Context: an optimization exercise on an open-source flow, tuned for small area and a short achievable clock period. The choices shown serve that exercise and are no tape-out recipe. Where RTL was checked, it was by simulation tests only, not by an equivalence proof against the original. No functional check of the RTL was part of runs 2 to 5. No activity file was given, so power comes from the tool's default toggle rates.

**flow/run.sh**
```bash
#!/bin/bash
# synth_recipe.tcl (not shown) runs the flow's synth.tcl, then flattens the netlist and writes it again
# the make line also repeats each setting of config.mk as NAME=value (left out here)
make -C /OpenROAD-flow-scripts/flow DESIGN_CONFIG=/design/flow/config.mk WORK_HOME=/design/flow/orfs CLKGATE_MAP_FILE= SYNTH_SCRIPT=/design/flow/synth_recipe.tcl finish
```
**flow/config.mk**
```make
export PLATFORM = sky130hd
export DESIGN_NAME = SPI_Wrapper
export DESIGN_NICKNAME = SPI_Wrapper
export VERILOG_FILES = /design/flow/design.v
export SDC_FILE = /design/flow/constraint.sdc
export NUM_CORES = 4
export LEC_CHECK = 0
export CAP_MARGIN = 20
export CORE_MARGIN = 2
export CORE_UTILIZATION = 40
export SLEW_MARGIN = 20
```
**flow/constraint.sdc**
```tcl
create_clock -name core_clock -period 4.0 [get_ports {clk}]
set_input_delay 0.8000 -clock core_clock [delete_from_list [all_inputs] [get_ports {clk}]]
set_output_delay 0.8000 -clock core_clock [all_outputs]
set_load 0.01 [all_outputs]
```
**flow/design.v**
```verilog
module SPI_RAM (din, dout ,rx_valid, tx_valid , clk, rst_n);
parameter MEM_DEPTH=256;
parameter ADDR_SIZE=8;
input clk, rst_n, rx_valid;
input [9:0] din;
output  reg tx_valid;
output reg [ADDR_SIZE-1:0] dout; 
reg [ADDR_SIZE-1:0]  read_address;  
reg [ADDR_SIZE-1:0] memory [MEM_DEPTH-1:0]; 
always @(posedge clk or negedge rst_n) begin
	if (~rst_n) begin
		dout<=0;
		tx_valid<=0;
	end
	else if (rx_valid) begin
		if (din[9:8] == 2'b11) begin
		    dout<= memory[read_address];
		    tx_valid<=1;
		end
	end
end
always @(posedge clk) begin
	if (rst_n && rx_valid) begin
		case ( din [9:8])
		  2'b00 : begin
		  read_address<= din[ADDR_SIZE-1:0];
          end 
		  2'b01: begin
		    memory[read_address] <= din [ADDR_SIZE-1:0];
          end
		  2'b10: begin
		    read_address<= din [ADDR_SIZE-1:0];
          end
		  default: begin
          end
		endcase        
	end
end
endmodule
module SPI_SLAVE (MOSI,MISO,SS_n,clk,rst_n,rx_data,rx_valid, tx_data, tx_valid);
input MOSI,SS_n,clk,rst_n,tx_valid;
input [7:0] tx_data;
output reg MISO;
output reg rx_valid;
output reg [9:0] rx_data; 
localparam [2:0] IDLE=3'd0, CHK_CMD=3'd1, WRITE=3'd2, READ_ADD=3'd3, READ_DATA=3'd4;
reg [2:0] cs,ns;
reg rd_flag;  
reg [3:0] state_countout;
reg[3:0] MISO_CountOut;
wire counter_enable;  
wire counter_done;  
reg MISO_CountEn; 
wire MISO_CountDone;
always@(posedge clk or negedge rst_n) begin
  if(~rst_n) begin
    cs<= IDLE;
  end
  else begin
    cs<=ns;
  end
end  
always@(*) begin
  case(cs)
  IDLE: begin 
    if(~SS_n) 
      ns=CHK_CMD;
    else 
      ns=IDLE;
  end
  CHK_CMD:
    if(~SS_n) begin
      if(MOSI && ~rd_flag) begin
         ns=READ_ADD;
        end
        else if(MOSI && rd_flag) begin
         ns=READ_DATA;
        end
        else begin
         ns=WRITE;
        end
    end
    else begin
      ns=IDLE;
    end
  READ_DATA:
    if(SS_n) begin
      ns=IDLE;
    end
    else begin
      ns=READ_DATA;
    end
  READ_ADD:
    if(SS_n) begin
      ns=IDLE;
    end
    else begin
      ns=READ_ADD;
    end
  WRITE:
     if(SS_n) begin
      ns=IDLE;
    end
    else begin
      ns=WRITE;
    end
default:begin 
  ns=IDLE;
end
    endcase
end
always@ (posedge clk or negedge  rst_n) begin
  if(!rst_n) begin
    rd_flag<=0;
  end
  else begin
    if(cs!=IDLE) begin
      if(cs==READ_ADD && counter_done) begin
        rd_flag<=1;
      end
      else if (cs==READ_DATA && counter_done && MISO_CountDone)begin
        rd_flag<=0;
      end
    end
  end
end
always@ (posedge clk) begin
  if(cs==IDLE) begin
    MISO<=0; 
    rx_data<=0;
  end
  else begin
  if(counter_enable) begin
    rx_data<={MOSI,rx_data[9:1]};
  end
  if(MISO_CountEn&&(cs==READ_DATA)) begin
    MISO<= tx_data[MISO_CountOut];
  end
end
end
always@(posedge clk or negedge rst_n) begin
  if(~rst_n) begin
    state_countout<=0;
    MISO_CountOut<=7;  
    MISO_CountEn<=0;
  end
  else begin
    if(cs==IDLE)begin
      state_countout<=0;
      MISO_CountOut<=7;
      MISO_CountEn<=0;
    end
    else if(counter_enable) begin
      state_countout<=state_countout+1;
    end
    if(counter_done) begin
      state_countout<=0;
      MISO_CountOut<=7;  
    end
    if(counter_done&&cs==READ_DATA)begin
    MISO_CountEn<=1;
    end
    if(MISO_CountEn) begin
      MISO_CountOut<=MISO_CountOut-1;
    end
    if (MISO_CountDone) begin
      MISO_CountOut<=7;
      MISO_CountEn<=0;
    end
  end  
end
assign counter_enable=(cs != IDLE && cs!=CHK_CMD && ~counter_done && ~MISO_CountEn)?1:0;
assign counter_done = (state_countout==4'b1010)?1:0;
assign MISO_CountDone = (MISO_CountOut== 0)?1:0;
always @(posedge clk ) begin
  if(counter_done)begin
    rx_valid<=1;
  end
  else begin
    rx_valid<=0;
  end
end
endmodule
module SPI_Wrapper(MISO, MOSI, SS_n, rst_n, clk);
input MOSI, SS_n, clk, rst_n;
output MISO;
wire [9:0] rxdata;
wire [7:0] txdata;
wire rx_valid,tx_valid;
SPI_RAM #(256,8) R (rxdata, txdata, rx_valid, tx_valid , clk, rst_n);
SPI_SLAVE  S (MOSI,MISO,SS_n,clk,rst_n,rxdata,rx_valid, txdata, tx_valid);
endmodule
```
==> results of run 1 <==
[routing by layer]
| layer | vias to the layer above | global-route usage | wire length [um] |
|---|---|---|---|
| met5 | - | 0 | 0 |
| met3 | 366 | 0.0401 | 18100 |
| li1 | 17400 | - | - |
| met1 | 22700 | 0.298 | 89800 |
| met4 | 0 | 0.0666 | 6870 |
| met2 | 1946 | 0.323 | 101000 |
[registers in the layout, summed over array words and instances (netlist names), 3 cells and up]
signal,cells
R.memory,2048
S.rx_data,10
R.dout,8
R.read_address,8
S.MISO_CountOut,4
S.state_countout,4
S.cs,3
[worst paths after layout]
path                                        startpoint                         endpoint  slack (ns)
setup / recovery           R.read_address[0]$_DFFE_PP_            R.dout[3]$_DFFE_PN0P_        0.39
hold / removal                                   rst_n  S.state_countout[0]$_DFFE_PN0P_        0.41
setup reg to reg           R.read_address[0]$_DFFE_PP_            R.dout[3]$_DFFE_PN0P_        0.39
hold reg to reg                    S.MISO$_SDFFE_PP0P_              S.MISO$_SDFFE_PP0P_        0.47
max in group asynchronous                        rst_n   S.MISO_CountOut[2]$_DFFE_PN1P_        3.26
min in group core_clock            S.MISO$_SDFFE_PP0P_              S.MISO$_SDFFE_PP0P_        0.47
[critical path, cell delays in order, from the launching register on]
cell	delay, ns
edfxtp_1	0.44
buf_12	0.17
buf_12	0.34
buf_4	0.37
mux4_2	0.60
a211oi_1	0.44
nor2_1	0.15
o32ai_1	0.57
buf_4	0.22
o221ai_1	0.10
[through the flow]
stage	TNS (ns)	util	worst slack, ns
2_1_floorplan	-68.71	-	-0.267
3_3_place_gp	0	0.433	0.362
3_5_place_dp	0	0.433	0.373
4_1_cts	0	0.467	0.363
5_1_grt	0	0.467	0.287
6_report	0	0.467	0.385
[placed cells by master (no fill, tap or decap), types with 5 or more instances in the layout]
master     count
a2111oi_0      7
a211oi_1      11
a21oi_1       69
a221oi_1      15
a22oi_1       51
a311oi_1       5
a31oi_1       16
a32oi_1       21
and3_1         9
buf_12        47
buf_4        428
bufinv_16     16
clkbuf_1      50
clkbuf_16    210
clkbuf_8       7
clkinv_1      46
clkinv_16      6
clkinv_2      41
dfrtp_1       18
dfxtp_4        8
edfxtp_1    2056
inv_1         10
mux2_2        38
mux2i_1      119
mux4_2       469
nand2_1      185
nand2b_1      13
nand3_1       33
nand4_1       15
nor2_1       305
nor3_1        51
nor4_1         8
o2111ai_1      6
o211ai_1       9
o21ai_0       37
o221ai_1      14
o22a_1         6
o22ai_1       60
o31ai_1        6
or2_2          5
[cell families (layout without fill, tap and decap cells)]
family | count (synthesis) | after routing | synth area share
buffers and inverters | 253 | 880 | 0.0162
AO/OA/AOI/OAI | 353 | 353 | 0.0298
XOR/XNOR | 2 | 2 | 0.000216
adder cells (fa/ha/maj) | 3 | 3 | 0.000462
multiplexers | 626 | 626 | 0.150
flip-flops | 2089 | 2089 | 0.769
AND/OR/NAND/NOR | 654 | 654 | 0.0340
[power by group through the flow]
stage	logic, mW	registers, mW	clock network [mW]
2_1_floorplan	0.0341	24.2	0
6_report	0.0664	23.7	19.3
5_1_grt	0.0746	23.7	20.4
3_5_place_dp	0.0668	24.2	0
3_3_place_gp	0.0653	24.2	0
4_1_cts	0.0672	23.7	19.6
[layout make-up]
class	count	area, um^2
flip-flops and latches	2089	62500
inverters	12	48.8
multi-input cells	1638	17500
clock inverters	121	1200
well taps	2672	3340
repair buffers	480	4220
clock buffers	267	5540
fillers	16600	108000
==> results.tsv, run 1 <==
stage	metric	value	unit
pwr	Seq pwr share	0.551	
outcome	outcome	finished clean	
synth	#FFs+latches synth	2089	
floorplanning	Core Rows	165	
timing	worst relative slew slack	0.236	
drt	DR DRC count	0	
clock_tree	post-CTS sizing	0	
synth	EDFF count, synth	2056	
floorplanning	Starting Density	0.402	
clock_tree	H-tree Lvls	4	
placement	Area after DPL	87600	um^2
flow_run	Max Cap Viol	0	
placement	gp weighted congestion	0.873	
pwr	Clock power frac	0.448	
synth	Ys Warns	2	
synth	top_reg_cell synth	edfxtp_1	
finish	Final nets	4437	
synth	Mapped Area	81200	um^2
synth	post-synth top area share	0.760	
global_route	gr usage total	0.208	
worst_setup_path	critical path class	flip-flop to flip-flop	
synth	Commonest cells post-synth	edfxtp_1, mux4_2, nor2_1	
worst_setup_path	Max FO, Critical Path	47	
synth	dominant cells by area after synthesis	edfxtp_1, mux4_2, mux2i_1	
synth	FFs w/ async S/R, synth	0.0101	
finish	antenna cell count	0	
synth	most frequent cell after synthesis	edfxtp_1	
drt	via/cell ratio	5.82	
pwr	VDD IR-drop max	0.369	mV
worst_setup_path	arrival time at the worst endpoint	4.31	ns
clock_tree	Bufs on Longest Clock Path	3	
worst_setup_path	Worst setup EP type	flip-flop	
finish	post-route cell area	94400	um^2
placement	IO Port Bufs	4	
drt	initial detailed-routing violation count	5533	
floorplanning	Ports	5	
synth	Avg Synthesized Cell Area	20.4	um^2
timing	final hold vios	0	
timing	Pins Over Slew Limit	0	
synth	Synthesized Nets	3987	
pwr	P_sw	8.48	mW
clock_tree	clock-pin slew on the worst setup and hold paths	0.06	ns
floorplanning	DIE HEIGHT	455	um
timing	FMAX	277	MHz
drt	routed vias	42400	
pwr	P_int	34.6	mW
worst_setup_path	Worst R2R Path Depth	9	
pwr	Sw Share	0.197	
pwr	total power	43.0	mW
worst_setup_path	Critical Path RT	4.70	ns
finish	post-route non-filler standard cell count	7279	
global_route	initial antenna violation count	4	
clock_tree	CTS tree	yes	
placement	hpwl dp	136000	um
synth	area leader, netlist	edfxtp_1	
timing	clk_skew	0.0536	ns
worst_setup_path	CP Launch Type	flip-flop	
finish	share of layout cells above drive strength 1	0.284	
global_route	number of global-route vias before repair	41800	
floorplanning	Die Wd	455	um
synth	post-synthesis sequential area ratio	0.769	
synth	Netlist cell types	63	
global_route	largest net degree at the start of global routing	164	
placement	Placed Cells	6890	
finish	P&R area growth vs syn	16.1	%
drt	Post-DRT Antenna Nets	0	
pwr	Leakage	30.9	nW
timing	Slew @ Worst Pin	1.15	ns
timing	hold_ws	0.405	ns
clock_tree	Hold Buf Count CTS	0	
timing	RSZ-0062 raised after global routing	no	
timing	min Tclk post-route	3.61	ns
drt	WL/cell	29.7	um
min_path	HP Class	input pin to asynchronous set/reset pin	
clock_tree	CTS Buf Count	209	
pwr	PwrDens	456	nW/um^2
timing	Final period util	0.904	
floorplanning	die area	207000	um^2
synth	Cells after Synth	3980	
clock_tree	clock root buffer master	clkbuf_16	
drt	DRT Wirelength	216000	um
drt	first drt pass iteration count	6	
global_route	Overflow after GRT	0	
clock_tree	clock latency (worst-skew pair)	0.86	ns
global_route	first-pass GRT wire length	309000	um
clock_tree	buffer count from post-CTS setup fixing	0	
clock_tree	clock sinks	2089	
floorplanning	core area	202000	um^2
timing	endpoints failing setup	0	
pwr	logic gate share of total power	0.002	
==> run 2: changes to the inputs <==
--- a/flow/design.v
+++ b/flow/design.v
@@ -4,9 +4,55 @@
 input clk, rst_n, rx_valid;
 input [9:0] din;
 output  reg tx_valid;
-output reg [ADDR_SIZE-1:0] dout; 
-reg [ADDR_SIZE-1:0]  read_address;  
-reg [ADDR_SIZE-1:0] memory [MEM_DEPTH-1:0]; 
+output reg [ADDR_SIZE-1:0] dout;
+reg [7:0] read_address;
+reg [7:0] rdbuf;    
+reg       pend;     
+reg [2:0] ph;       
+reg       slot;     
+reg [7:0] tapreg;   
+wire [4:0] ra = read_address[7:3];
+wire       cmd  = rst_n & rx_valid;
+wire       land = pend & slot;
+reg  [7:0] tap6;
+wire [7:0] s6 [0:31];
+genvar g;
+generate
+  for (g = 0; g < 32; g = g + 1) begin : rg
+    reg [63:0] s;
+    wire we = land & (ra == g);
+    always @(posedge clk)
+      s <= {s[55:0], we ? rdbuf : s[63:56]};
+    assign s6[g] = s[55:48];
+  end
+endgenerate
+integer k;
+always @(*) begin
+  tap6 = 8'd0;
+  for (k = 0; k < 32; k = k + 1)
+    tap6 = tap6 | ({8{ra == k}} & s6[k]);
+end
+always @(posedge clk) begin
+  ph     <= ph + 3'd1;
+  slot   <= (ph + 3'd1) == read_address[2:0];
+  tapreg <= tap6;
+end
+always @(posedge clk) begin
+  if (cmd && ~din[8])
+    read_address <= din[7:0];
+end
+always @(posedge clk) begin
+  if (cmd && din[9:8] == 2'b01) begin
+    rdbuf <= din[7:0];
+    pend  <= 1'b1;
+  end
+  else if (slot) begin
+    if (pend)
+      pend <= 1'b0;
+    else
+      rdbuf <= tapreg;
+  end
+end
 always @(posedge clk or negedge rst_n) begin
 	if (~rst_n) begin
 		dout<=0;
@@ -14,26 +60,9 @@
 	end
 	else if (rx_valid) begin
 		if (din[9:8] == 2'b11) begin
-		    dout<= memory[read_address];
+		    dout<= rdbuf;
 		    tx_valid<=1;
 		end
-	end
-end
-always @(posedge clk) begin
-	if (rst_n && rx_valid) begin
-		case ( din [9:8])
-		  2'b00 : begin
-		  read_address<= din[ADDR_SIZE-1:0];
-          end 
-		  2'b01: begin
-		    memory[read_address] <= din [ADDR_SIZE-1:0];
-          end
-		  2'b10: begin
-		    read_address<= din [ADDR_SIZE-1:0];
-          end
-		  default: begin
-          end
-		endcase        
 	end
 end
 endmodule
==> results.tsv, run 2 <==
stage	metric	value	unit	change
outcome	outcome	finished clean		
synth	dominant cells by area after synthesis	dfxtp_1, mux2_2, edfxtp_1		
timing	Final period util	0.737		-0.166
synth	simple-gate share of the synthesized area	0.0276		-0.00648
timing	clk_skew	0.0467	ns	-0.00698 ns
finish	share of layout cells above drive strength 1	0.215		-0.0687
synth	top_reg_cell synth	dfxtp_1		
timing	endpoints failing setup	0		unchanged
timing	Final TNS setup	0	ns	unchanged
global_route	initial antenna violation count	4		unchanged
clock_tree	clock latency (worst-skew pair)	0.77	ns	-0.09 ns
synth	adder-cell share of the synthesized area	0.00102		+0.000554
drt	first drt pass iteration count	6		unchanged
finish	post-route cell area	57500	um^2	-39%
clock_tree	clock root buffer master	clkbuf_16		
clock_tree	buffer count from post-CTS setup fixing	0		unchanged
timing	min Tclk post-route	2.95	ns	-0.666 ns
drt	Post-DRT Antenna Nets	0		unchanged
synth	Compound-Gate Fraction of Synth Area	0.0189		-0.0109
synth	Avg Synthesized Cell Area	17.0	um^2	-16%
worst_setup_path	Critical Path RT	4.62	ns	-0.08 ns
pwr	P_int	31.3	mW	-9.3%
synth	Cells after Synth	2890		-27%
clock_tree	CTS tree	yes		
clock_tree	CTS Buf Count	185		-11%
synth	post-synthesis sequential area ratio	0.863		+0.0935
finish	max reg flops	2048		unchanged
pwr	P_sw	7.50	mW	-12%
finish	P&R area growth vs syn	16.6	%	
synth	post-synth top area share	0.842		+0.0825
synth	most frequent cell after synthesis	dfxtp_1		
drt	routed vias	20100		-52%
floorplanning	core area	122000	um^2	-40%
synth	largest family of logic cells by synthesized area	multiplexers		
floorplanning	Core Rows	128		-22%
global_route	largest net degree at the start of global routing	31		-81%
pwr	PwrDens	676	nW/um^2	+48%
floorplanning	Die Wd	355	um	-22%
worst_setup_path	Worst setup EP type	flip-flop		
placement	gp weighted congestion	0.764		-13%
floorplanning	die area	126000	um^2	-39%
floorplanning	Starting Density	0.404		+0.00169
worst_setup_path	arrival time at the worst endpoint	3.57	ns	-0.74 ns
synth	Synth Area in XOR/XNOR	0.000889		+0.000673
finish	most flop-heavy register	R.rg.s		
global_route	gr usage total	0.132		-0.0762
placement	IO Port Bufs	4		unchanged
global_route	number of global-route vias before repair	20000		-52%
synth	#FFs+latches synth	2110		+1.0%
drt	via/cell ratio	4.18		-28%
finish	most frequent cells in the layout	dfxtp_1, mux2_2, clkbuf_16, nand2_1, clkbuf_8		
floorplanning	DIE HEIGHT	355	um	-22%
finish	post-route non-filler standard cell count	4816		-34%
pwr	Clock power frac	0.457		+0.009
synth	area leader, netlist	dfxtp_1		
clock_tree	clock sinks	2110		+1.0%
drt	DRT Wirelength	82300	um	-62%
synth	Synthesized Nets	2898		-27%
timing	final hold vios	0		unchanged
worst_setup_path	Max FO, Critical Path	21		-55%
pwr	total power	38.9	mW	-9.7%
flow_run	Max Cap Viol	0		unchanged
finish	Final nets	3048		-31%
placement	Area after DPL	51200	um^2	-42%
synth	multiplexer share of the synthesized area	0.0798		-0.0701
timing	worst relative slew slack	0.243		+0.00663
clock_tree	H-tree Lvls	4		unchanged
worst_setup_path	CP Launch Type	flip-flop		
pwr	Leakage	23.0	nW	-25%
finish	commonest non-fill, non-tap cell in the layout	dfxtp_1		
synth	Mapped Area	49300	um^2	-39%
clock_tree	post-CTS sizing	0		unchanged
clock_tree	Hold Buf Count CTS	0		unchanged
synth	FFs w/ async S/R, synth	0.00995		-0.000100
pwr	Seq pwr share	0.542		-0.009
timing	FMAX	339	MHz	+23%
placement	hpwl dp	50200	um	-63%
clock_tree	Bufs on Longest Clock Path	3		unchanged
drt	DR DRC count	0		unchanged
synth	Commonest cells post-synth	dfxtp_1, mux2_2, nand2_1		
timing	Slew @ Worst Pin	1.14	ns	-0.00994 ns
timing	RSZ-0062 raised after global routing	no		
pwr	VDD IR-drop max	0.419	mV	+13%
global_route	first-pass GRT wire length	124000	um	-60%
global_route	Overflow after GRT	0		unchanged
min_path	HP Class	flip-flop to flip-flop		
drt	WL/cell	17.1	um	-42%
placement	Placed Cells	4478		-35%
clock_tree	clock-pin slew on the worst setup and hold paths	0.06	ns	about the same
synth	Ys Warns	2		unchanged
worst_setup_path	critical path class	flip-flop to flip-flop		
finish	fin util	0.471		+0.00395
finish	Fillers	10300		-38%
drt	initial detailed-routing violation count	1091		-80%
timing	Pins Over Slew Limit	0		unchanged
floorplanning	Ports	5		unchanged
synth	Netlist cell types	73		+16%
finish	Largest regs	R.rg.s (2048), S.rx_data (10)		
pwr	logic gate share of total power	0.001		about the same
synth	EDFF count, synth	16		-99%
pwr	Sw Share	0.193		-0.00386
## run 2: changes by cell type in the layout (fill, tap and decap cells not counted), moves of 43 or more
cell	previous run	this run
buf_12	47	3
buf_4	428	18
clkbuf_8	7	50
clkinv_1	46	0
dfxtp_1	4	2073
edfxtp_1	2056	16
mux2_2	38	289
mux2i_1	119	47
mux4_2	469	2
nand2_1	185	62
nor2_1	305	32
nor3_1	51	6
o22ai_1	60	3
## run 2: final timing paths
kind / end / depth (start not counted) / startpoint / slack [ns]
min: R.rg[20].s[13]$_DFF_P_ / 0 / R.rg[20].s[5]$_DFF_P_ / 0.29
min reg2reg: R.rg[20].s[13]$_DFF_P_ / 0 / R.rg[20].s[5]$_DFF_P_ / 0.29
min in group asynchronous: R.dout[0]$_DFFE_PN0P_ / 2 / rst_n / 0.50
max reg2reg: R.tapreg[1]$_DFF_P_ / 6 / R.read_address[3]$_DFFE_PP_ / 1.05
max in group asynchronous: S.MISO_CountOut[1]$_DFFE_PN1P_ / 2 / rst_n / 3.22
max: R.tapreg[1]$_DFF_P_ / 6 / R.read_address[3]$_DFFE_PP_ / 1.05
## run 2: metal layers
layer  vias to the layer above  part of all wire  GRT usage
met5                         -                 0          0
met2                       378              0.41      0.190
met1                      9762              0.51      0.194
li1                       9840                 -          -
met4                         0             0.026     0.0492
met3                       158             0.048     0.0305
## run 2: layout make-up
type / count / area (um^2) / share of cell area
diodes: 1 / 2.50 / 0.0000436
clock buffers: 267 / 5480 / 0.0954
clock inverters: 70 / 802 / 0.0140
inverters: 11 / 41.3 / 0.000719
multi-input cells: 704 / 6310 / 0.110
flip-flops and latches: 2110 / 42500 / 0.740
well taps: 1625 / 2030 / 0.0354
repair buffers: 28 / 277 / 0.00481
## run 2: critical path, cell delays in order (launching register included)
cell	delay, ns
edfxtp_1	0.95
buf_4	0.36
nand4b_1	0.41
o22a_1	0.38
o221ai_1	0.16
a21oi_1	0.38
nand4_1	0.14
## run 2: power by group through the flow
stage | Combinational, mW | Sequential (mW) | Clock (mW)
floorplan | 0.0345 | 21.5 | 0
global placement | 0.0520 | 21.5 | 0
detailed placement | 0.0535 | 21.5 | 0
CTS | 0.0542 | 21.0 | 18.1
global route | 0.0611 | 21.0 | 19.0
finish | 0.0535 | 21.1 | 17.7
## run 2: cells by family after synthesis
family | after synthesis
AO/OA/AOI/OAI | 133
XOR/XNOR | 5
adder cells (fa/ha/maj) | 4
buffers and inverters | 76
flip-flops | 2110
multiplexers | 352
AND/OR/NAND/NOR | 210
## run 2: through the flow
step / hold slack (ns) / worst slack, ns
floorplan: 0.310 / 2.08
global placement: 0.309 / 1.15
detailed placement: 0.312 / 1.07
CTS: 0.289 / 1.08
global route: 0.298 / 0.957
finish: 0.293 / 1.05
==> run 3: changes to the inputs <==
--- a/flow/config.mk
+++ b/flow/config.mk
@@ -7,5 +7,8 @@
 export LEC_CHECK = 0
 export CAP_MARGIN = 20
 export CORE_MARGIN = 2
-export CORE_UTILIZATION = 40
+export CORE_UTILIZATION = 60
+export CTS_BUF_LIST = sky130_fd_sc_hd__clkbuf_8
+export CTS_CLUSTER_SIZE = 30
+export SETUP_SLACK_MARGIN = 1.5
 export SLEW_MARGIN = 20
==> results.tsv, run 3 <==
stage	metric	value	unit	change
floorplanning	die area	84400	um^2	-33%
synth	largest family of logic cells by synthesized area	multiplexers		
pwr	VDD IR-drop max	0.442	mV	+5.4%
placement	IO Port Bufs	4		unchanged
synth	Netlist cell types	73		unchanged
floorplanning	Starting Density	0.603		+0.199
placement	Area after DPL	50500	um^2	-1.3%
global_route	Overflow after GRT	0		unchanged
global_route	initial antenna violation count	4		unchanged
placement	gp weighted congestion	0.915		+20%
floorplanning	Die Wd	291	um	-18%
floorplanning	DIE HEIGHT	291	um	-18%
drt	DR DRC count	0		unchanged
timing	Final TNS setup	0	ns	unchanged
global_route	first-pass GRT wire length	134000	um	+7.9%
finish	Largest regs	R.rg.s (2048), S.rx_data (10)		
global_route	M2 GR Usage	0.323		+0.133
synth	post-synthesis sequential area ratio	0.863		unchanged
synth	EDFF count, synth	16		unchanged
synth	dominant cells by area after synthesis	dfxtp_1, mux2_2, edfxtp_1		
placement	hpwl dp	54200	um	+8.0%
synth	FFs w/ async S/R, synth	0.00995		unchanged
pwr	PwrDens	659	nW/um^2	-2.5%
clock_tree	Bufs on Longest Clock Path	4		+1
global_route	met1 GRT Util	0.292		+0.0986
clock_tree	Hold Buf Count CTS	0		unchanged
global_route	largest net degree at the start of global routing	38		+23%
finish	max reg flops	2048		unchanged
worst_setup_path	CP Launch Type	flip-flop		
timing	Slew @ Worst Pin	1.11	ns	-0.0258 ns
clock_tree	clock sinks	2110		unchanged
synth	most frequent cell after synthesis	dfxtp_1		
synth	Ys Warns	2		unchanged
outcome	outcome	finished clean		
timing	final hold vios	0		unchanged
synth	post-synth top area share	0.842		unchanged
flow_run	Max Cap Viol	0		unchanged
pwr	Leakage	23.5	nW	+2.3%
clock_tree	clock latency (worst-skew pair)	0.92	ns	+0.15 ns
finish	commonest non-fill, non-tap cell in the layout	dfxtp_1		
timing	min Tclk post-route	2.43	ns	-0.523 ns
synth	area leader, netlist	dfxtp_1		
synth	Compound-Gate Fraction of Synth Area	0.0189		unchanged
worst_setup_path	Worst setup EP type	flip-flop		
synth	Avg Synthesized Cell Area	17.0	um^2	unchanged
timing	clk_skew	0.0710	ns	+0.0244 ns
finish	Final nets	3203		+5.1%
synth	simple-gate share of the synthesized area	0.0276		unchanged
worst_setup_path	arrival time at the worst endpoint	3.16	ns	-0.41 ns
timing	Final period util	0.606		-0.131
worst_setup_path	critical path class	flip-flop to flip-flop		
global_route	gr usage total	0.214		+0.0815
drt	WL/cell	19.8	um	+16%
pwr	logic gate share of total power	0.001		about the same
finish	most frequent cells in the layout	dfxtp_1, clkbuf_8, mux2_2, inv_1, nand2_1		
clock_tree	CTS Buf Count	315		+70%
synth	Commonest cells post-synth	dfxtp_1, mux2_2, nand2_1		
clock_tree	CTS tree	yes		
global_route	busiest grt layer	met2		
synth	adder-cell share of the synthesized area	0.00102		unchanged
synth	multiplexer share of the synthesized area	0.0798		unchanged
synth	Mapped Area	49300	um^2	unchanged
drt	routed vias	21200		+5.5%
timing	FMAX	412	MHz	+22%
pwr	Clock power frac	0.436		-0.021
timing	endpoints failing setup	0		unchanged
finish	post-route cell area	56800	um^2	-1.2%
floorplanning	Core Rows	105		-18%
drt	first drt pass iteration count	5		-1
pwr	P_int	30.0	mW	-4.3%
timing	Pins Over Slew Limit	0		unchanged
clock_tree	H-tree Lvls	5		+1
global_route	number of global-route vias before repair	22400		+12%
clock_tree	clock root buffer master	clkbuf_8		
worst_setup_path	Critical Path RT	4.73	ns	+0.11 ns
pwr	Seq pwr share	0.563		+0.021
drt	DRT Wirelength	88500	um	+7.6%
worst_setup_path	Max FO, Critical Path	8		-62%
synth	Synthesized Nets	2898		unchanged
drt	via/cell ratio	4.74		+13%
pwr	P_sw	7.44	mW	-0.84%
synth	#FFs+latches synth	2110		unchanged
clock_tree	clock-pin slew on the worst setup and hold paths	0.06	ns	about the same
finish	P&R area growth vs syn	15.3	%	
timing	RSZ-0062 raised after global routing	no		
finish	most flop-heavy register	R.rg.s		
min_path	HP Class	flip-flop to flip-flop		
synth	Synth Area in XOR/XNOR	0.000889		unchanged
pwr	Sw Share	0.199		+0.00564
drt	Post-DRT Antenna Nets	0		unchanged
timing	worst relative slew slack	0.260		+0.0172
floorplanning	Ports	5		unchanged
finish	share of layout cells above drive strength 1	0.244		+0.0294
finish	fin util	0.695		+0.224
synth	Cells after Synth	2890		unchanged
synth	top_reg_cell synth	dfxtp_1		
global_route	met3 usage	0.0526		+0.0221
floorplanning	core area	81700	um^2	-33%
drt	initial detailed-routing violation count	1019		-6.6%
==> run 3: layer usage <==
| layer | wire, um | up-vias |
|---|---|---|
| li1 | - | 10200 |
| met1 | 41500 | 10300 |
| met2 | 39400 | 522 |
| met3 | 4620 | 200 |
| met4 | 3090 | 0 |
| met5 | 0 | - |
==> run 3: cells by family after synthesis <==
group / Yosys count
AOI/OAI and AO/OA: 133
xor gates and xnor gates: 5
adders and majority gates: 4
buffers and inverters: 76
DFF: 2110
muxes: 352
and+or+nand+nor: 210
==> run 3: area by class of cell <==
| class | instances | area, um^2 |
|---|---|---|
| Sequential cell | 2110 | 42500 |
| Fill cell | 5524 | 24900 |
| Multi-Input combinational cell | 704 | 6360 |
| Clock buffer | 385 | 5300 |
| Tap cell | 1070 | 1340 |
| Clock inverter | 144 | 751 |
| Timing Repair Buffer | 53 | 488 |
| Inverter | 11 | 41.3 |
| Antenna cell | 2 | 5.00 |
==> run 3: worst max-delay path: stages (launching register included) <==
cell and delay [ns]:
edfxtp_1 0.53, buf_2 0.24, or3b_1 0.54, nor2_2 0.58, mux2_2 0.41
==> run 3: power by group through the flow <==
stage	Clock (mW)	Combinational (mW)	Sequential (mW)
2_1_floorplan	0	0.0345	21.5
3_3_place_gp	0	0.0492	21.5
3_5_place_dp	0	0.0539	21.5
4_1_cts	16.7	0.0546	21.1
5_1_grt	17.7	0.0624	21.0
6_report	16.3	0.0541	21.1
==> run 3: final timing paths <==
kind	from	end	slack [ns]	cells past startpoint
worst max-delay path	R.read_address[7]$_DFFE_PP_	R.rg[6].s[5]$_DFF_P_	1.57	4
worst min-delay path	R.rg[30].s[30]$_DFF_P_	R.rg[30].s[38]$_DFF_P_	0.28	0
worst max register to register	R.read_address[7]$_DFFE_PP_	R.rg[6].s[5]$_DFF_P_	1.57	4
worst min register to register	R.rg[30].s[30]$_DFF_P_	R.rg[30].s[38]$_DFF_P_	0.28	0
max in group asynchronous	rst_n	S.MISO_CountOut[2]$_DFFE_PN1P_	3.29	2
min in group asynchronous	rst_n	R.dout[1]$_DFFE_PN0P_	0.41	2
==> run 3: metrics by stage <==
stage	hold slack (ns)	instances	setup slack, ns	total power [mW]
after floorplan	0.310	2890	2.08	21.6
final	0.279	4479	1.57	37.4
after global routing	0.286	4478	1.53	38.8
after detailed placement	0.312	3927	0.998	21.6
after global placement	0.310	3926	1.08	21.6
after CTS	0.284	4467	1.50	37.8
==> run 3: timing repair <==
item                                    in CTS  in global routing
pin swaps                                    0                  3
gates resized for setup                      7                  5
buffers inserted                            11                  9
endpoints found under the setup margin     127                 36
==> run 4: changes to the inputs <==
--- a/flow/config.mk
+++ b/flow/config.mk
@@ -8,7 +8,8 @@
 export CAP_MARGIN = 20
 export CORE_MARGIN = 2
 export CORE_UTILIZATION = 60
-export CTS_BUF_LIST = sky130_fd_sc_hd__clkbuf_8
-export CTS_CLUSTER_SIZE = 30
-export SETUP_SLACK_MARGIN = 1.5
+export CTS_BUF_LIST = sky130_fd_sc_hd__clkbuf_16
+export CTS_CLUSTER_DIAMETER = 70
+export CTS_CLUSTER_SIZE = 35
+export SETUP_SLACK_MARGIN = 2.2
 export SLEW_MARGIN = 20
==> results.tsv, run 4 <==
stage	metric	value	unit	change
floorplanning	Starting Density	0.603		unchanged
finish	Final nets	3041		-5.1%
drt	via/cell ratio	4.86		+2.4%
clock_tree	clock latency (worst-skew pair)	0.66	ns	-0.26 ns
finish	most frequent cells in the layout	dfxtp_1, mux2_2, mux2_4, clkbuf_16, buf_4		
timing	clk_skew	0.0242	ns	-0.0468 ns
synth	dominant cells by area after synthesis	dfxtp_1, mux2_2, edfxtp_1		
drt	initial detailed-routing violation count	1135		+11%
worst_setup_path	critical path class	flip-flop to flip-flop		
clock_tree	CTS tree	yes		
finish	share of layout cells above drive strength 1	0.209		-0.0354
worst_setup_path	Worst R2R Path Depth	10		+6
global_route	M2 GR Usage	0.316		-0.00719
min_path	Hold Path Origin	R.rg[27].s[14]$_DFF_P_		
drt	first drt pass iteration count	5		unchanged
floorplanning	Ports	5		unchanged
floorplanning	die area	84400	um^2	unchanged
global_route	gr usage total	0.206		-0.00760
global_route	largest net degree at the start of global routing	37		-2.6%
global_route	Overflow after GRT	0		unchanged
clock_tree	H-tree Lvls	3		-2
floorplanning	Core Rows	105		unchanged
global_route	number of global-route vias before repair	20300		-9.4%
synth	EDFF count, synth	16		unchanged
clock_tree	clock sinks	2110		unchanged
floorplanning	DIE HEIGHT	291	um	unchanged
clock_tree	clock-pin slew on the worst setup and hold paths	0.12	ns	+0.06 ns
placement	gp weighted congestion	0.868		-5.1%
min_path	Hold Crit Endpoint	R.rg[27].s[22]$_DFF_P_		
timing	worst relative slew slack	0.468		+0.209
synth	Commonest cells post-synth	dfxtp_1, mux2_2, nand2_1		
finish	Largest regs	R.rg.s (2048), S.rx_data (10)		
global_route	busiest grt layer	met2		
worst_setup_path	Buf+Inv Stages, Crit Path	5		+4
flow_run	Max Cap Viol	0		unchanged
timing	Final TNS setup	0	ns	unchanged
synth	Synthesized Nets	2898		unchanged
pwr	VDD IR-drop max	0.414	mV	-6.2%
drt	Post-DRT Antenna Nets	0		unchanged
synth	most frequent cell after synthesis	dfxtp_1		
synth	top_reg_cell synth	dfxtp_1		
worst_setup_path	Worst setup EP type	flip-flop		
global_route	first-pass GRT wire length	128000	um	-3.9%
drt	DRT Wirelength	87200	um	-1.5%
synth	#FFs+latches synth	2110		unchanged
worst_setup_path	critical path's top delay family	simple AND/OR/NAND/NOR gates		
timing	hold_ws	0.323	ns	+0.0439 ns
timing	endpoints failing setup	0		unchanged
placement	IO Port Bufs	4		unchanged
timing	RSZ-0062 raised after global routing	yes		
global_route	met1 GRT Util	0.296		+0.00341
pwr	Leakage	21.8	nW	-7.1%
finish	max reg flops	2048		unchanged
worst_setup_path	Critical Path RT	4.53	ns	-0.20 ns
worst_setup_path	CP Launch Type	flip-flop		
synth	area leader, netlist	dfxtp_1		
global_route	met3 usage	0.0421		-0.0106
synth	Ys Warns	2		unchanged
min_path	hold depth	0		unchanged
drt	WL/cell	21.1	um	+7.0%
synth	post-synth top area share	0.842		unchanged
floorplanning	Die Wd	291	um	unchanged
global_route	initial antenna violation count	2		-2
finish	commonest non-fill, non-tap cell in the layout	dfxtp_1		
pwr	PwrDens	553	nW/um^2	-16%
worst_setup_path	CP dominant cell by count	buf_6		
clock_tree	Bufs on Longest Clock Path	3		-1
finish	most flop-heavy register	R.rg.s		
synth	Cells after Synth	2890		unchanged
timing	Final period util	0.584		-0.0222
worst_setup_path	Max FO, Critical Path	6		-2
worst_setup_path	slowest stage delay, CP	0.40	ns	-0.18 ns
min_path	HP Class	flip-flop to flip-flop		
floorplanning	core area	81700	um^2	unchanged
clock_tree	Hold Buf Count CTS	0		unchanged
timing	Pins Over Slew Limit	0		unchanged
clock_tree	clock root buffer master	clkbuf_16		
worst_setup_path	arrival time at the worst endpoint	2.87	ns	-0.29 ns
synth	Netlist cell types	73		unchanged
timing	Slew @ Worst Pin	0.794	ns	-0.316 ns
worst_setup_path	R2R setup slack	1.66	ns	+0.09 ns
synth	FFs w/ async S/R, synth	0.00995		unchanged
worst_setup_path	slowest library cell on the worst path	edfxtp_1		
timing	min Tclk post-route	2.34	ns	-0.0886 ns
synth	post-synthesis sequential area ratio	0.863		unchanged
finish	P&R area growth vs syn	11.3	%	
worst_setup_path	CP Cell Sequence	buf_6 -> buf_6 -> buf_12 -> buf_16 -> and4b_4 -> buf_6 -> a22oi_2 -> nand2_2 -> nor4_4 -> nand4_1		
clock_tree	CTS Buf Count	71		-77%
drt	DR DRC count	0		unchanged
drt	routed vias	20000		-5.7%
synth	Avg Synthesized Cell Area	17.0	um^2	unchanged
timing	FMAX	428	MHz	+3.8%
worst_setup_path	R2R Path End	R.tapreg[3]$_DFF_P_		
synth	Mapped Area	49300	um^2	unchanged
placement	hpwl dp	53600	um	-1.0%
worst_setup_path	R2R Path Start	R.read_address[3]$_DFFE_PP_		
timing	final hold vios	0		unchanged
outcome	outcome	finished clean		
[run 4: power breakdown]
group	switching [mW]	internal [mW]
Clock	5.78	3.44
Sequential	0.00848	21.0
Combinational	0.0397	0.0264
[run 4: layer usage]
| layer | share of wire | routed length (um) | up-vias |
|---|---|---|---|
| li1 | - | - | 9684 |
| met1 | 0.48 | 41900 | 9858 |
| met2 | 0.44 | 38100 | 333 |
| met3 | 0.049 | 4250 | 150 |
| met5 | 0 | 0 | - |
| met4 | 0.033 | 2920 | 0 |
[run 4: how the worst max path moves through the flow]
stage                                          from                               to  slack [ns]  cells past startpoint
floorplan           S.state_countout[0]$_DFFE_PN0P_  S.state_countout[0]$_DFFE_PN0P_        2.21                      9
global placement        R.read_address[3]$_DFFE_PP_              R.tapreg[0]$_DFF_P_        1.14                      6
detailed placement      R.read_address[3]$_DFFE_PP_              R.tapreg[0]$_DFF_P_        1.06                      6
CTS                     R.read_address[3]$_DFFE_PP_              R.tapreg[7]$_DFF_P_        1.76                      6
global route            R.read_address[3]$_DFFE_PP_              R.tapreg[3]$_DFF_P_        1.63                     10
finish                  R.read_address[3]$_DFFE_PP_              R.tapreg[3]$_DFF_P_        1.66                     10
[run 4: stage by stage]
stage / std cells / util / power [mW] / setup slack (ns) / area (um^2)
4_1_cts: 4075 / 0.658 / 30.6 / 1.76 / 53800
3_3_place_gp: 3920 / 0.617 / 21.6 / 1.14 / 50400
2_1_floorplan: 2890 / - / 21.6 / 2.21 / 49300
6_report: 4123 / 0.671 / 30.3 / 1.66 / 54800
5_1_grt: 4122 / 0.671 / 31.3 / 1.63 / 54800
3_5_place_dp: 3921 / 0.617 / 21.6 / 1.06 / 50500
[run 4: kinds of logic (layout without fill, tap and decap cells)]
group,after synthesis,count (layout),share of synthesized area
AO/OA/AOI/OAI,133,133,0.0189
adder cells (fa/ha/maj),4,4,0.00102
flip-flops,2110,2110,0.863
multiplexers,352,352,0.0798
buffers and inverters,76,236,0.00891
AND/OR/NAND/NOR,210,211,0.0276
other,0,2,0
XOR/XNOR,5,5,0.000889
[run 4: cell type report]
cell class                 instances  area [um^2]
timing repair buffer             134         1700
tap                             1070         1340
sequential                      2110        42500
multi-input combinational        705         7230
clock buffer                      74         1850
clock inverter                    17          134
antenna                            2         5.00
inverter                          11         41.3
fill                            5581        26900
[run 4: worst register-to-register path: cells and delay by family (launching register included)]
family | cells | cell delay (ns)
AOI/OAI and AO/OA | 1 | 0.28
buffers and inverters | 5 | 0.70
DFF | 1 | 0.40
and+or+nand+nor | 4 | 0.84
[run 4: repair_timing]
action,in CTS,in global routing
endpoints found under the setup margin,305,283
gates resized for setup,106,149
pin swaps,44,45
buffers inserted,60,42
cloned,3,4
==> run 5: changes to the inputs <==
--- a/flow/config.mk
+++ b/flow/config.mk
@@ -5,6 +5,7 @@
 export SDC_FILE = /design/flow/constraint.sdc
 export NUM_CORES = 4
 export LEC_CHECK = 0
+export ABC_CLOCK_PERIOD_IN_PS = 1800
 export CAP_MARGIN = 20
 export CORE_MARGIN = 2
 export CORE_UTILIZATION = 60
==> results.tsv, run 5 <==
stage	metric	value	unit	change
drt	first drt pass iteration count	5		unchanged
drt	Post-DRT Antenna Nets	0		unchanged
floorplanning	core area	81700	um^2	unchanged
placement	Area after DPL	50500	um^2	unchanged
finish	P&R area growth vs syn	11.3	%	unchanged
finish	Final nets	3041		unchanged
synth	FFs w/ async S/R, synth	0.00995		unchanged
pwr	Clock power frac	0.304		about the same
placement	IO Port Bufs	4		unchanged
drt	initial detailed-routing violation count	1135		unchanged
timing	min Tclk post-route	2.34	ns	unchanged
pwr	Seq pwr share	0.694		about the same
synth	Commonest cells post-synth	dfxtp_1, mux2_2, nand2_1		
timing	Pins Over Slew Limit	0		unchanged
floorplanning	Die Wd	291	um	unchanged
finish	max reg flops	2048		unchanged
pwr	VDD IR-drop max	0.414	mV	unchanged
drt	routed vias	20000		unchanged
clock_tree	Bufs on Longest Clock Path	3		unchanged
flow_run	Max Cap Viol	0		unchanged
finish	share of layout cells above drive strength 1	0.209		unchanged
global_route	largest net degree at the start of global routing	37		unchanged
worst_setup_path	slowest stage delay, CP	0.40	ns	about the same
synth	Avg Synthesized Cell Area	17.0	um^2	unchanged
clock_tree	Hold Buf Count CTS	0		unchanged
pwr	logic gate share of total power	0.002		about the same
floorplanning	Ports	5		unchanged
placement	gp weighted congestion	0.868		unchanged
timing	Final TNS setup	0	ns	unchanged
drt	DR DRC count	0		unchanged
clock_tree	CTS Buf Count	71		unchanged
synth	Synthesized Nets	2898		unchanged
clock_tree	clock root buffer master	clkbuf_16		
finish	Largest regs	R.rg.s (2048), S.rx_data (10)		
synth	Cells after Synth	2890		unchanged
global_route	number of global-route vias before repair	20300		unchanged
drt	WL/cell	21.1	um	unchanged
global_route	Overflow after GRT	0		unchanged
worst_setup_path	Worst setup EP type	flip-flop		
synth	#FFs+latches synth	2110		unchanged
timing	hold_ws	0.323	ns	unchanged
clock_tree	clock latency (worst-skew pair)	0.66	ns	about the same
pwr	P_int	24.5	mW	unchanged
synth	EDFF count, synth	16		unchanged
finish	fin util	0.671		unchanged
floorplanning	Starting Density	0.603		unchanged
synth	post-synth top area share	0.842		unchanged
pwr	P_sw	5.83	mW	unchanged
timing	worst relative slew slack	0.468		unchanged
worst_setup_path	Critical Path RT	4.53	ns	about the same
worst_setup_path	CP Launch Type	flip-flop		
pwr	PwrDens	553	nW/um^2	unchanged
timing	RSZ-0062 raised after global routing	yes		
worst_setup_path	critical path class	flip-flop to flip-flop		
synth	top_reg_cell synth	dfxtp_1		
global_route	initial antenna violation count	2		unchanged
floorplanning	DIE HEIGHT	291	um	unchanged
synth	Netlist cell types	73		unchanged
clock_tree	clock-pin slew on the worst setup and hold paths	0.12	ns	about the same
synth	post-synthesis sequential area ratio	0.863		unchanged
synth	Mapped Area	49300	um^2	unchanged
synth	dominant cells by area after synthesis	dfxtp_1, mux2_2, edfxtp_1		
timing	final hold vios	0		unchanged
finish	post-route cell area	54800	um^2	unchanged
floorplanning	Core Rows	105		unchanged
clock_tree	clock sinks	2110		unchanged
timing	Slew @ Worst Pin	0.794	ns	unchanged
timing	Final period util	0.584		unchanged
synth	most frequent cell after synthesis	dfxtp_1		
clock_tree	CTS tree	yes		
drt	via/cell ratio	4.86		unchanged
min_path	HP Class	flip-flop to flip-flop		
finish	most flop-heavy register	R.rg.s		
global_route	gr usage total	0.206		unchanged
worst_setup_path	CP dominant cell by count	buf_6		
worst_setup_path	CP Cell Sequence	buf_6 -> buf_6 -> buf_12 -> buf_16 -> and4b_4 -> buf_6 -> a22oi_2 -> nand2_2 -> nor4_4 -> nand4_1		
timing	clk_skew	0.0242	ns	unchanged
timing	FMAX	428	MHz	unchanged
drt	DRT Wirelength	87200	um	unchanged
worst_setup_path	arrival time at the worst endpoint	2.87	ns	about the same
clock_tree	H-tree Lvls	3		unchanged
placement	hpwl dp	53600	um	unchanged
finish	commonest non-fill, non-tap cell in the layout	dfxtp_1		
finish	most frequent cells in the layout	dfxtp_1, mux2_2, mux2_4, clkbuf_16, buf_4		
synth	Ys Warns	2		unchanged
outcome	outcome	finished clean		
pwr	Leakage	21.8	nW	unchanged
worst_setup_path	slowest library cell on the worst path	edfxtp_1		
worst_setup_path	Max FO, Critical Path	6		unchanged
synth	area leader, netlist	dfxtp_1		
pwr	Sw Share	0.192		unchanged
timing	endpoints failing setup	0		unchanged
global_route	first-pass GRT wire length	128000	um	unchanged
floorplanning	die area	84400	um^2	unchanged
[run 5: cell counts in the layout (fill, tap and decap cells not counted)]
No cell type changed its count.
[run 5: worst paths after layout]
kind | startpoint | endpoint | slack [ns] | cells after the start
worst max-delay path | R.read_address[3]$_DFFE_PP_ | R.tapreg[3]$_DFF_P_ | 1.66 | 10
worst max register to register | R.read_address[3]$_DFFE_PP_ | R.tapreg[3]$_DFF_P_ | 1.66 | 10
max in group asynchronous | rst_n | S.MISO_CountOut[2]$_DFFE_PN1P_ | 3.27 | 2
min in group asynchronous | rst_n | R.dout[3]$_DFFE_PN0P_ | 0.45 | 2
worst min-delay path | R.rg[27].s[14]$_DFF_P_ | R.rg[27].s[22]$_DFF_P_ | 0.32 | 0
worst min register to register | R.rg[27].s[14]$_DFF_P_ | R.rg[27].s[22]$_DFF_P_ | 0.32 | 0
[run 5: cell type report]
cell class	instances	area, um^2
multi-input cells	705	7230
clock inverters	17	134
diodes	2	5.00
clock buffers	74	1850
well taps	1070	1340
fillers	5581	26900
inverters	11	41.3
repair buffers	134	1700
flip-flops and latches	2110	42500
[run 5: power groups by stage]
stage          logic (mW)  registers (mW)  clock network, mW
6_report           0.0661            21.0               9.22
5_1_grt            0.0724            21.1               10.2
4_1_cts            0.0592            21.0               9.45
3_5_place_dp       0.0530            21.5                  0
3_3_place_gp       0.0483            21.5                  0
2_1_floorplan      0.0345            21.5                  0
[run 5: logic make-up after synthesis]
logic type / Yosys count / synth area share
buffers and inverters: 76 / 0.00891
multiplexers: 352 / 0.0798
AO/OA/AOI/OAI: 133 / 0.0189
flip-flops: 2110 / 0.863
XOR/XNOR: 5 / 0.000889
adder cells (fa/ha/maj): 4 / 0.00102
AND/OR/NAND/NOR: 210 / 0.0276
[run 5: what timing repair did]
item	in CTS	in global routing
pin swaps	44	45
setup buffers	60	42
setup endpoints to repair	305	283
cloned	3	4
resized for setup	106	149
[run 5: metrics by stage]
| step | setup WS [ns] | std cells | total power, mW |
|---|---|---|---|
| after global placement | 1.14 | 3920 | 21.6 |
| final | 1.66 | 4123 | 30.3 |
| after detailed placement | 1.06 | 3921 | 21.6 |
| after floorplan | 2.21 | 2890 | 21.6 |
| after CTS | 1.76 | 4075 | 30.6 |
| after global routing | 1.63 | 4122 | 31.3 |
[run 5: worst max-delay path, delay by kind of cell (launching register included)]
| kind | cells | cell delay [ns] |
|---|---|---|
| AND/OR/NAND/NOR | 4 | 0.84 |
| buffers and inverters | 5 | 0.69 |
| AO/OA/AOI/OAI | 1 | 0.28 |
| flip-flops | 1 | 0.40 |
[run 5: routing by layer]
metal	routed length (um)	global-route usage	up-vias
li1	-	-	9684
met1	41900	0.296	9858
met2	38100	0.316	333
met3	4250	0.0421	150
met4	2920	0.0682	0
met5	0	0	-
==> run 6: changes to the inputs <==
--- a/flow/design.v
+++ b/flow/design.v
@@ -9,34 +9,23 @@
 reg [7:0] rdbuf;    
 reg       pend;     
 reg [2:0] ph;       
-reg       slot;     
-reg [7:0] tapreg;   
 wire [4:0] ra = read_address[7:3];
+wire       slot = (ph == read_address[2:0]);
 wire       cmd  = rst_n & rx_valid;
-wire       land = pend & slot;
-reg  [7:0] tap6;
-wire [7:0] s6 [0:31];
+wire [255:0] taps;
+wire [7:0]   tapsel = taps[ra*8 +: 8];
 genvar g;
 generate
   for (g = 0; g < 32; g = g + 1) begin : rg
     reg [63:0] s;
-    wire we = land & (ra == g);
+    wire we = pend & slot & (ra == g);
     always @(posedge clk)
       s <= {s[55:0], we ? rdbuf : s[63:56]};
-    assign s6[g] = s[55:48];
+    assign taps[g*8 +: 8] = s[63:56];
   end
 endgenerate
-integer k;
-always @(*) begin
-  tap6 = 8'd0;
-  for (k = 0; k < 32; k = k + 1)
-    tap6 = tap6 | ({8{ra == k}} & s6[k]);
-end
-always @(posedge clk) begin
-  ph     <= ph + 3'd1;
-  slot   <= (ph + 3'd1) == read_address[2:0];
-  tapreg <= tap6;
-end
+always @(posedge clk)
+  ph <= ph + 3'd1;
 always @(posedge clk) begin
   if (cmd && ~din[8])
     read_address <= din[7:0];
@@ -50,7 +39,7 @@
     if (pend)
       pend <= 1'b0;
     else
-      rdbuf <= tapreg;
+      rdbuf <= tapsel;
   end
 end
 always @(posedge clk or negedge rst_n) begin
==> flow/config.mk (replaced) <==
export PLATFORM = sky130hd
export DESIGN_NAME = SPI_Wrapper
export DESIGN_NICKNAME = SPI_Wrapper
export VERILOG_FILES = /design/flow/design.v
export SDC_FILE = /design/flow/constraint.sdc
export NUM_CORES = 4
export LEC_CHECK = 0
export CAP_MARGIN = 20
export CORE_MARGIN = 2
export CORE_UTILIZATION = 40
export SLEW_MARGIN = 20
==> results.tsv, run 6 <==
stage	metric	value	unit	change
worst_setup_path	CP Launch Type	flip-flop		
finish	FF/Latch Area	42300	um^2	-0.43%
finish	post-route cell area	57100	um^2	+4.2%
synth	Synthesized Nets	2773		-4.3%
drt	Post-DRT Antenna Nets	0		unchanged
synth	Cells after Synth	2765		-4.3%
flow_run	Max Cap Viol	0		unchanged
timing	RSZ-0062 raised after global routing	no		
floorplanning	DIE HEIGHT	353	um	+21%
synth	Commonest cells post-synth	dfxtp_1, mux2_2, clkbuf_1, mux4_2, nand2_1		
clock_tree	CTS tree	yes		
timing	Pins Over Slew Limit	0		unchanged
drt	DR DRC count	0		unchanged
pwr	VDD IR-drop max	0.363	mV	-12%
worst_setup_path	slowest stage delay, CP	0.89	ns	+0.49 ns
worst_setup_path	arrival time at the worst endpoint	3.68	ns	+0.81 ns
min_path	hold depth	0		unchanged
placement	Area after DPL	50700	um^2	+0.39%
synth	Netlist cell types	57		-22%
placement	hpwl dp	45600	um	-15%
finish	fin util	0.471		-0.200
clock_tree	Bufs on Longest Clock Path	3		unchanged
timing	Final TNS setup	0	ns	unchanged
clock_tree	clock sinks	2101		-0.43%
synth	FFs w/ async S/R, synth	0.0100		+0.0000426
clock_tree	buffer count from post-CTS setup fixing	0		-100%
synth	post-synth top area share	0.848		+0.00602
pwr	PwrDens	685	nW/um^2	+24%
finish	P&R area growth vs syn	17.3	%	
worst_setup_path	critical path class	flip-flop to flip-flop		
timing	Worst Setup Slack, final	0.904	ns	-0.758 ns
synth	Ys Warns	2		unchanged
clock_tree	post-CTS sizing	0		-100%
min_path	HP Class	flip-flop to flip-flop		
finish	share of layout cells above drive strength 1	0.230		+0.0211
worst_setup_path	Worst R2R Path Depth	5		-5
global_route	initial antenna violation count	2		unchanged
finish	max reg flops	2048		unchanged
clock_tree	CTS Buf Count	185		+160%
placement	gp weighted congestion	0.864		-0.48%
timing	worst relative slew slack	0.277		-0.191
synth	largest family of logic cells by synthesized area	multiplexers		
synth	area leader, netlist	dfxtp_1		
placement	Placed Cells	4346		+11%
synth	EDFF count, synth	16		unchanged
finish	post-route non-filler standard cell count	4689		+14%
worst_setup_path	Worst setup EP type	flip-flop		
floorplanning	Die Wd	353	um	+21%
worst_setup_path	slowest library cell on the worst path	edfxtp_1		
floorplanning	core area	121000	um^2	+48%
clock_tree	clock latency (worst-skew pair)	0.77	ns	+0.11 ns
timing	hold_ws	0.275	ns	-0.0478 ns
floorplanning	Core Rows	128		+22%
global_route	largest net degree at the start of global routing	42		+14%
timing	min Tclk post-route	3.10	ns	+0.758 ns
timing	clk_skew	0.0488	ns	+0.0246 ns
timing	FMAX	323	MHz	-25%
outcome	outcome	finished clean		
finish	Final nets	2916		-4.1%
timing	endpoints failing setup	0		unchanged
clock_tree	clock root buffer master	clkbuf_16		
synth	adder-cell share of the synthesized area	0.00103		+0.0000117
drt	DRT Wirelength	75900	um	-13%
drt	initial detailed-routing violation count	1073		-5.5%
global_route	number of global-route vias before repair	19200		-5.7%
timing	Final period util	0.774		+0.190
placement	worst slack at placement	0.951	ns	-0.104 ns
floorplanning	die area	125000	um^2	+48%
clock_tree	H-tree Lvls	4		+1
global_route	Overflow after GRT	0		unchanged
synth	dominant cells by area after synthesis	dfxtp_1, mux2_2, mux4_2		
finish	most frequent cells in the layout	dfxtp_1, mux2_2, clkbuf_16, mux4_2, nand2_1		
pwr	Leakage	23.1	nW	+5.7%
synth	multiplexer share of the synthesized area	0.0949		+0.0151
floorplanning	Starting Density	0.402		-0.201
synth	Synth Area in XOR/XNOR	0.00108		+0.000190
finish	most flop-heavy register	R.rg.s		
finish	Largest regs	R.rg.s (2048), S.rx_data (10)		
global_route	gr usage total	0.123		-0.0826
synth	top_reg_cell synth	dfxtp_1		
finish	commonest non-fill, non-tap cell in the layout	dfxtp_1		
timing	Slew @ Worst Pin	1.08	ns	+0.290 ns
drt	first drt pass iteration count	7		+2
clock_tree	Hold Buf Count CTS	0		unchanged
drt	WL/cell	16.2	um	-23%
placement	IO Port Bufs	4		unchanged
clock_tree	clock-pin slew on the worst setup and hold paths	0.06	ns	-0.06 ns
synth	post-synthesis sequential area ratio	0.869		+0.00625
synth	#FFs+latches synth	2101		-0.43%
finish	Fillers	10200		+83%
drt	via/cell ratio	4.13		-15%
drt	routed vias	19400		-3.2%
global_route	first-pass GRT wire length	116000	um	-9.7%
floorplanning	Ports	5		unchanged
worst_setup_path	Max FO, Critical Path	18		+12
timing	final hold vios	0		unchanged
synth	Avg Synthesized Cell Area	17.6	um^2	+3.3%
worst_setup_path	Critical Path RT	4.59	ns	+0.06 ns
synth	Compound-Gate Fraction of Synth Area	0.0107		-0.00826
synth	most frequent cell after synthesis	dfxtp_1		
finish	Multi-input gate area	6060	um^2	-16%
synth	Mapped Area	48700	um^2	-1.1%
synth	simple-gate share of the synthesized area	0.0168		-0.0108
pwr	total power	39.1	mW	+29%
worst_setup_path	CP Cell Sequence	buf_4 -> nand3b_1 -> o22ai_1 -> nor4_1 -> a311oi_1		
run 6: cell count changes after synthesis, sizes merged, moves of 14 or more:
cell   previous run  this run
nor2             59        34
mux4              2        43
a21oi            34        13
a22oi            28         1
mux2i            47        33
run 6: per-layer routing:
layer / routed length (um) / part of all wire / GRT usage
met1: 38300 / 0.50 / 0.175
met2: 32000 / 0.42 / 0.180
met3: 3360 / 0.044 / 0.0297
met4: 2210 / 0.029 / 0.0509
met5: 0 / 0 / 0
run 6: cells by family after synthesis:
group	after synthesis
xor gates and xnor gates	6
adders and majority gates	4
and+or+nand+nor	142
DFF	2101
AOI/OAI and AO/OA	68
buffers and inverters	73
muxes	371
run 6: power by group:
part,internal [mW],switching (mW)
logic,0.0180,0.0340
clock network,10.6,7.49
registers,21.0,0.0108
run 6: final timing paths:
kind	from	to	slack [ns]
worst max-delay path	R.read_address[3]$_DFFE_PP_	R.rdbuf[6]$_DFFE_PP_	0.90
worst min-delay path	R.rg[22].s[36]$_DFF_P_	R.rg[22].s[44]$_DFF_P_	0.27
worst max register to register	R.read_address[3]$_DFFE_PP_	R.rdbuf[6]$_DFFE_PP_	0.90
worst min register to register	R.rg[22].s[36]$_DFF_P_	R.rg[22].s[44]$_DFF_P_	0.27
max in group asynchronous	rst_n	S.MISO_CountOut[2]$_DFFE_PN1P_	3.11
min in group asynchronous	rst_n	R.dout[6]$_DFFE_PN0P_	0.59
run 6: worst max-delay path, delay by kind of cell (launching register included):
family	cells	cell delay, ns
and+or+nand+nor	2	0.56
DFF	1	0.89
buffers and inverters	1	0.42
AOI/OAI and AO/OA	2	1.02
run 6: cell type report:
| class | instances | share of cell area |
|---|---|---|
| well taps | 1625 | 0.0356 |
| inverters | 8 | 0.000526 |
| repair buffers | 21 | 0.00359 |
| diodes | 2 | 0.0000876 |
| flip-flops and latches | 2101 | 0.741 |
| clock inverters | 79 | 0.0198 |
| clock buffers | 262 | 0.0935 |
| multi-input cells | 591 | 0.106 |
==> run 7: changes to the inputs <==
--- a/flow/design.v
+++ b/flow/design.v
@@ -5,30 +5,51 @@
 input [9:0] din;
 output  reg tx_valid;
 output reg [ADDR_SIZE-1:0] dout;
-reg [7:0] read_address;
+reg [2:0] ra_j;     
+reg [3:0] ra_hi;    
+reg [7:0] ra_lo;    
 reg [7:0] rdbuf;    
 reg       pend;     
 reg [2:0] ph;       
-wire [4:0] ra = read_address[7:3];
-wire       slot = (ph == read_address[2:0]);
+reg       slot;     
+reg [7:0] tapreg;   
 wire       cmd  = rst_n & rx_valid;
-wire [255:0] taps;
-wire [7:0]   tapsel = taps[ra*8 +: 8];
+wire       land = pend & slot;
+wire [7:0] s6 [0:31];
+reg  [7:0] grp [0:3];
+reg  [7:0] tap6;
 genvar g;
 generate
   for (g = 0; g < 32; g = g + 1) begin : rg
     reg [63:0] s;
-    wire we = pend & slot & (ra == g);
+    wire we = land & ra_hi[g / 8] & ra_lo[g % 8];
     always @(posedge clk)
       s <= {s[55:0], we ? rdbuf : s[63:56]};
-    assign taps[g*8 +: 8] = s[63:56];
+    assign s6[g] = s[55:48];
   end
 endgenerate
-always @(posedge clk)
-  ph <= ph + 3'd1;
+integer h, l;
+always @(*) begin
+  for (h = 0; h < 4; h = h + 1) begin
+    grp[h] = 8'd0;
+    for (l = 0; l < 8; l = l + 1)
+      grp[h] = grp[h] | ({8{ra_lo[l]}} & s6[h*8 + l]);
+  end
+  tap6 = 8'd0;
+  for (h = 0; h < 4; h = h + 1)
+    tap6 = tap6 | ({8{ra_hi[h]}} & grp[h]);
+end
 always @(posedge clk) begin
-  if (cmd && ~din[8])
-    read_address <= din[7:0];
+  ph     <= ph + 3'd1;
+  slot   <= (ph + 3'd1) == ra_j;
+  tapreg <= tap6;
+end
+always @(posedge clk) begin
+  if (cmd && ~din[8]) begin
+    ra_j  <= din[2:0];
+    ra_hi <= 4'b1 << din[7:6];
+    ra_lo <= 8'b1 << din[5:3];
+  end
 end
 always @(posedge clk) begin
   if (cmd && din[9:8] == 2'b01) begin
@@ -39,7 +60,7 @@
     if (pend)
       pend <= 1'b0;
     else
-      rdbuf <= tapsel;
+      rdbuf <= tapreg;
   end
 end
 always @(posedge clk or negedge rst_n) begin
--- a/flow/config.mk
+++ b/flow/config.mk
@@ -7,5 +7,9 @@
 export LEC_CHECK = 0
 export CAP_MARGIN = 20
 export CORE_MARGIN = 2
-export CORE_UTILIZATION = 40
+export CORE_UTILIZATION = 60
+export CTS_BUF_LIST = sky130_fd_sc_hd__clkbuf_16
+export CTS_CLUSTER_DIAMETER = 70
+export CTS_CLUSTER_SIZE = 35
+export SETUP_SLACK_MARGIN = 2.2
 export SLEW_MARGIN = 20
==> results.tsv, run 7 <==
stage	metric	value	unit	change
outcome	outcome	finished clean		
finish	fin util	0.651		+0.180
flow_run	Max Cap Viol	0		unchanged
worst_setup_path	slowest stage delay, CP	0.34	ns	-0.55 ns
synth	dominant cells by area after synthesis	dfxtp_1, mux2_2, a22oi_1		
placement	gp weighted congestion	0.786		-9.0%
timing	FMAX	527	MHz	+63%
synth	Avg Synthesized Cell Area	17.2	um^2	-2.4%
drt	via/cell ratio	4.82		+17%
timing	clk_skew	0.0245	ns	-0.0243 ns
worst_setup_path	arrival time at the worst endpoint	1.10	ns	-2.58 ns
worst_setup_path	Max FO, Critical Path	2		-16
synth	most frequent cell after synthesis	dfxtp_1		
pwr	VDD IR-drop max	0.430	mV	+18%
placement	IO Port Bufs	4		unchanged
placement	Area after DPL	49700	um^2	-1.9%
timing	RSZ-0062 raised after global routing	yes		
synth	Netlist cell types	43		-25%
drt	first drt pass iteration count	7		unchanged
finish	max reg flops	2048		unchanged
finish	Fillers	5732		-44%
synth	Ys Warns	3		+1
timing	Pins Over Slew Limit	0		unchanged
synth	area leader, netlist	dfxtp_1		
finish	most flop-heavy register	R.rg.s		
global_route	gr usage total	0.195		+0.0712
clock_tree	H-tree Lvls	3		-1
drt	DR DRC count	0		unchanged
placement	Placed Cells	3831		-12%
worst_setup_path	CP Cell Sequence	buf_6		
finish	commonest non-fill, non-tap cell in the layout	dfxtp_1		
clock_tree	clock sinks	2117		+0.76%
worst_setup_path	Worst setup EP type	primary output		
synth	post-synthesis sequential area ratio	0.883		+0.0134
drt	Post-DRT Antenna Nets	0		unchanged
finish	most frequent cells in the layout	dfxtp_1, mux2_2, a22oi_1, clkbuf_16, buf_4		
worst_setup_path	slowest library cell on the worst path	dfxtp_2		
floorplanning	DIE HEIGHT	288	um	-18%
timing	endpoints failing setup	0		unchanged
finish	post-route cell area	52200	um^2	-8.7%
synth	Cells after Synth	2815		+1.8%
clock_tree	Bufs on Longest Clock Path	3		unchanged
timing	Final period util	0.475		-0.299
worst_setup_path	Critical Path RT	3.20	ns	-1.39 ns
drt	initial detailed-routing violation count	1061		-1.1%
finish	Final nets	2886		-1.0%
drt	routed vias	19100		-1.7%
synth	FFs w/ async S/R, synth	0.00992		-0.0000755
finish	share of layout cells above drive strength 1	0.170		-0.0603
global_route	initial antenna violation count	2		unchanged
worst_setup_path	CP Launch Type	flip-flop		
placement	hpwl dp	48300	um	+5.7%
synth	Commonest cells post-synth	dfxtp_1, mux2_2, a22oi_1		
global_route	largest net degree at the start of global routing	37		-12%
clock_tree	clock root buffer master	clkbuf_16		
clock_tree	Hold Buf Count CTS	0		unchanged
pwr	Leakage	20.9	nW	-9.3%
finish	post-route non-filler standard cell count	3955		-16%
synth	EDFF count, synth	23		+7
synth	Mapped Area	48400	um^2	-0.61%
floorplanning	core area	80200	um^2	-34%
global_route	number of global-route vias before repair	19000		-1.1%
clock_tree	clock latency (worst-skew pair)	0.67	ns	-0.10 ns
floorplanning	Starting Density	0.604		+0.202
drt	WL/cell	20.2	um	+25%
drt	DRT Wirelength	80100	um	+5.4%
global_route	first-pass GRT wire length	119000	um	+2.7%
floorplanning	Ports	5		unchanged
floorplanning	die area	83000	um^2	-33%
timing	min Tclk post-route	1.90	ns	-1.20 ns
finish	antenna cell count	0		-2
-- run 7: changes by cell type after synthesis, moves of 8 or more --
| cell | before | now |
|---|---|---|
| mux4_2 | 43 | 1 |
| mux2i_1 | 33 | 2 |
| dfxtp_1 | 2064 | 2073 |
| mux2_1 | 8 | 0 |
| mux2_2 | 287 | 273 |
| nor2_1 | 18 | 9 |
| nor2_2 | 16 | 0 |
| o22ai_1 | 8 | 0 |
| nand4_1 | 6 | 33 |
| a22oi_1 | 1 | 144 |
| nand2_2 | 16 | 32 |
-- run 7: power by group --
group / switching, mW / leakage, nW / total, mW / internal (mW)
Clock: 5.77 / 0.990 / 9.20 / 3.43
Combinational: 0.0330 / 2.79 / 0.0529 / 0.0198
Sequential: 0.0137 / 17.2 / 21.1 / 21.1
Total: 5.82 / 20.9 / 30.4 / 24.6
-- run 7: cells by family (layout without fill, tap and decap cells) --
kind of cell | after synthesis | after routing | synth area share
XOR/XNOR | 5 | 5 | 0.000905
flip-flops | 2117 | 2117 | 0.883
adder cells (fa/ha/maj) | 4 | 4 | 0.00103
AO/OA/AOI/OAI | 178 | 178 | 0.0263
AND/OR/NAND/NOR | 149 | 149 | 0.0170
multiplexers | 276 | 276 | 0.0644
buffers and inverters | 86 | 166 | 0.00775
-- run 7: path summary, 6_finish.rpt --
path / to / slack [ns] / startpoint / cells past startpoint
max reg2reg: R.tapreg[2]$_DFF_P_ / 2.18 / R.ra_lo[5]$_SDFFCE_PN0P_ / 6
max: MISO / 2.10 / S.MISO$_SDFFE_PP0P_ / 1
min reg2reg: R.rg[16].s[44]$_DFF_P_ / 0.32 / R.rg[16].s[36]$_DFF_P_ / 0
min: R.rg[16].s[44]$_DFF_P_ / 0.32 / R.rg[16].s[36]$_DFF_P_ / 0
max in group asynchronous: S.MISO_CountOut[2]$_DFFE_PN1P_ / 3.09 / rst_n / 2
min in group asynchronous: R.dout[1]$_DFFE_PN0P_ / 0.37 / rst_n / 1
-- run 7: cell type report --
class / count / area [um^2] / share of cell area
repair buffers: 65 / 643 / 0.0123
flip-flops and latches: 2117 / 42700 / 0.819
inverters: 11 / 41.3 / 0.000791
clock buffers: 74 / 1850 / 0.0355
multi-input cells: 612 / 5470 / 0.105
well taps: 1060 / 1330 / 0.0254
clock inverters: 16 / 124 / 0.00237
-- run 7: repair_timing --
item | 4_1_cts | 5_1_grt
gates cloned | 0 | 1
endpoints found under the setup margin | 309 | 46
pin swaps | 3 | 21
gates resized for setup | 17 | 36
endpoints found under the hold margin | 0 | 0
buffers inserted | 25 | 8
-- run 7: per-stage QoR --
stage	setup WS [ns]	hold WS (ns)	power (mW)
final	2.10	0.324	30.4
after global routing	2.06	0.322	31.3
after CTS	2.00	0.322	30.6
after detailed placement	1.25	0.312	21.7
after global placement	1.26	0.310	21.7
after floorplan	2.24	0.310	21.6
-- run 7: layer usage --
layer | GRT usage | routed length, um | part of all wire
met1 | 0.286 | 39800 | 0.50
met4 | 0.0539 | 2000 | 0.025
met2 | 0.304 | 35900 | 0.45
met3 | 0.0269 | 2330 | 0.029
met5 | 0 | 0 | 0

Check on run 7: ideal ports give 2.102 ns setup slack; a clkbuf_16 on the clock port and buf_2 on the inputs give 2.030 ns; moving port delays by the midpoint clock arrival (0.726 ns) as well gives 1.637 ns.
